Context: an optimization exercise on an open-source flow, tuned for small area. The choices shown serve that exercise and are no tape-out recipe.
In this exercise RTL edits were held to simulation tests only and were not proved equivalent to the original.
Power and IR drop assume default switching activity.

== green ==
## Single_Cycle_Computer
module Single_Cycle_Computer(clk, rst, pc, instr, mem_addr, mem_wdata, mem_we, mem_rdata);
Size in the first run: ~2,100 cells after synthesis, roughly 550 flip-flops, about 160 I/O pins.
export LEC_CHECK = 0
export CAP_MARGIN = 10
export CORE_MARGIN = 2
export CORE_UTILIZATION = 70
export CTS_BUF_LIST = sky130_fd_sc_hd__clkbuf_16
export CTS_CLUSTER_DIAMETER = 60
export CTS_CLUSTER_SIZE = 20
export SETUP_SLACK_MARGIN = 0.2
export SLEW_MARGIN = 10
export SYNTH_HIERARCHICAL = 1
create_clock -name core_clock -period 11.0 [get_ports {clk}]
standard.sh (not shown) runs the stock make flow with config.mk's settings and CLKGATE_MAP_FILE= SYNTH_SCRIPT=/design/flow/synth_recipe.tcl, a recipe that flattens the netlist after the stock synthesis.
==> flow/flow/run.sh <==
#!/bin/bash
# Standard layout with two changes:
#  - ABC maps the logic with area-oriented scripts instead of ORFS's speed
#    script: flow/fast.abc for the adder (kept fast: it is on the critical
#    path), flow/area.abc for the other modules. Synthesis is otherwise
#    synth_recipe.tcl unchanged (see flow/my_synth.tcl).
#  - ports are buffered with buf_1 instead of the default delay cell.
# make's output goes to make.log; each ORFS step logs under orfs/logs.
set -euo pipefail
W=$PWD
sed -e "s#SYNTH_SCRIPT=[^ ]*#SYNTH_SCRIPT=$W/flow/my_synth.tcl#" standard.sh > my_standard.sh
export MY_ABC_SCRIPT=$W/flow/area.abc
export MY_ABC_AREA_MODS="Single_Cycle_Computer rf_read shifter"
export MY_ABC_FAST_SCRIPT=$W/flow/fast.abc
export MY_ABC_FAST_MODS="adder32"
bash my_standard.sh "BUFFER_PORTS_ARGS=-buffer_cell sky130_fd_sc_hd__buf_1" finish > make.log 2>&1
==> flow/flow/area.abc <==
strash
&get -n
&st
&dch
&nf -R 1000
&put
strash
&get -n
&st
&dch
&nf -R 1000
&put
strash
&get -n
&st
&dch
&nf -R 1000
&put
==> flow/flow/fast.abc <==
strash
&get -n
&st
&dch
&nf
&put
==> flow/flow/my_synth.tcl <==
# synth_recipe.tcl with one change: ABC's script is chosen per module.
# MY_ABC_SCRIPT maps the modules listed in MY_ABC_AREA_MODS (or the whole
# design if that is empty); MY_ABC_FAST_SCRIPT maps the modules listed in
# MY_ABC_FAST_MODS.
proc synth {args} { yosys synth -nofsm -noshare {*}$args }
proc abc_with_script {script argl sel} {
  set i [lsearch -exact $argl -script]
  if { $i >= 0 } { set argl [lreplace $argl [expr {$i+1}] [expr {$i+1}] $script] }
  yosys abc {*}$argl {*}$sel
}
proc abc {args} {
  set area [expr {[info exists ::env(MY_ABC_SCRIPT)] ? $::env(MY_ABC_SCRIPT) : ""}]
  set amods [expr {[info exists ::env(MY_ABC_AREA_MODS)] ? $::env(MY_ABC_AREA_MODS) : ""}]
  set fast [expr {[info exists ::env(MY_ABC_FAST_SCRIPT)] ? $::env(MY_ABC_FAST_SCRIPT) : ""}]
  set fmods [expr {[info exists ::env(MY_ABC_FAST_MODS)] ? $::env(MY_ABC_FAST_MODS) : ""}]
  if { $area eq "" } { yosys abc {*}$args; return }
  if { $fmods ne "" } { abc_with_script $fast $args $fmods }
  abc_with_script $area $args $amods
}
source $::env(SCRIPTS_DIR)/synth.tcl
# left out here: clear keep_hierarchy, flatten, clean up, hide names made inside functions, write 1_2_yosys.v
Edits applied to the flow inputs when going from green to orange:
- changing CTS_BUF_LIST from sky130_fd_sc_hd__clkbuf_16 to sky130_fd_sc_hd__clkbuf_8
- changing CTS_CLUSTER_SIZE from 20 to 12
- changing CTS_CLUSTER_DIAMETER from 60 to 50
Results
The final layout from orange, which completed every stage, passed the timing, design-rule and antenna checks at the end of the flow. On power of the sequential group, orange and green are basically level. Comparing sum of internal, switching and leakage power for orange and green, the bigger number came from green. orange has routed wire length below what green had. Compared with green, orange shows a power in combinational cells that is about 0.4% lower. Delta(clock network power, orange - green) < 0. Higher hold slack among orange and green: orange.

re-timing with driven ports:
In the flow no input, the clock included, has a driving cell. The finished layouts below were timed again as built, in two steps. Step 1, drivers: a clkbuf_16 drives clk and a buf_2 each remaining input, both assumed. Step 2 also shifts input and output timing later by t, the mid clock arrival at the registers, as if the neighbouring blocks saw the same clock. Slacks: ideal / step 1 / step 2; pairs: ideal / step 1.
| run | shift t [ns] | slack for setup (ns) | worst setup path after step 2 | clock arrival spread, ns | cell pins on the clock port's net |
|---|---|---|---|---|---|
| green | 0.617 | 0.437 / 0.414 / 0.414 | input to output | 0.023 / 0.023 | 1 |
| orange | 0.723 | 0.484 / 0.461 / 0.461 | input to output | 0.057 / 0.056 | 1 |
After both steps setup and hold are still met in every run listed.
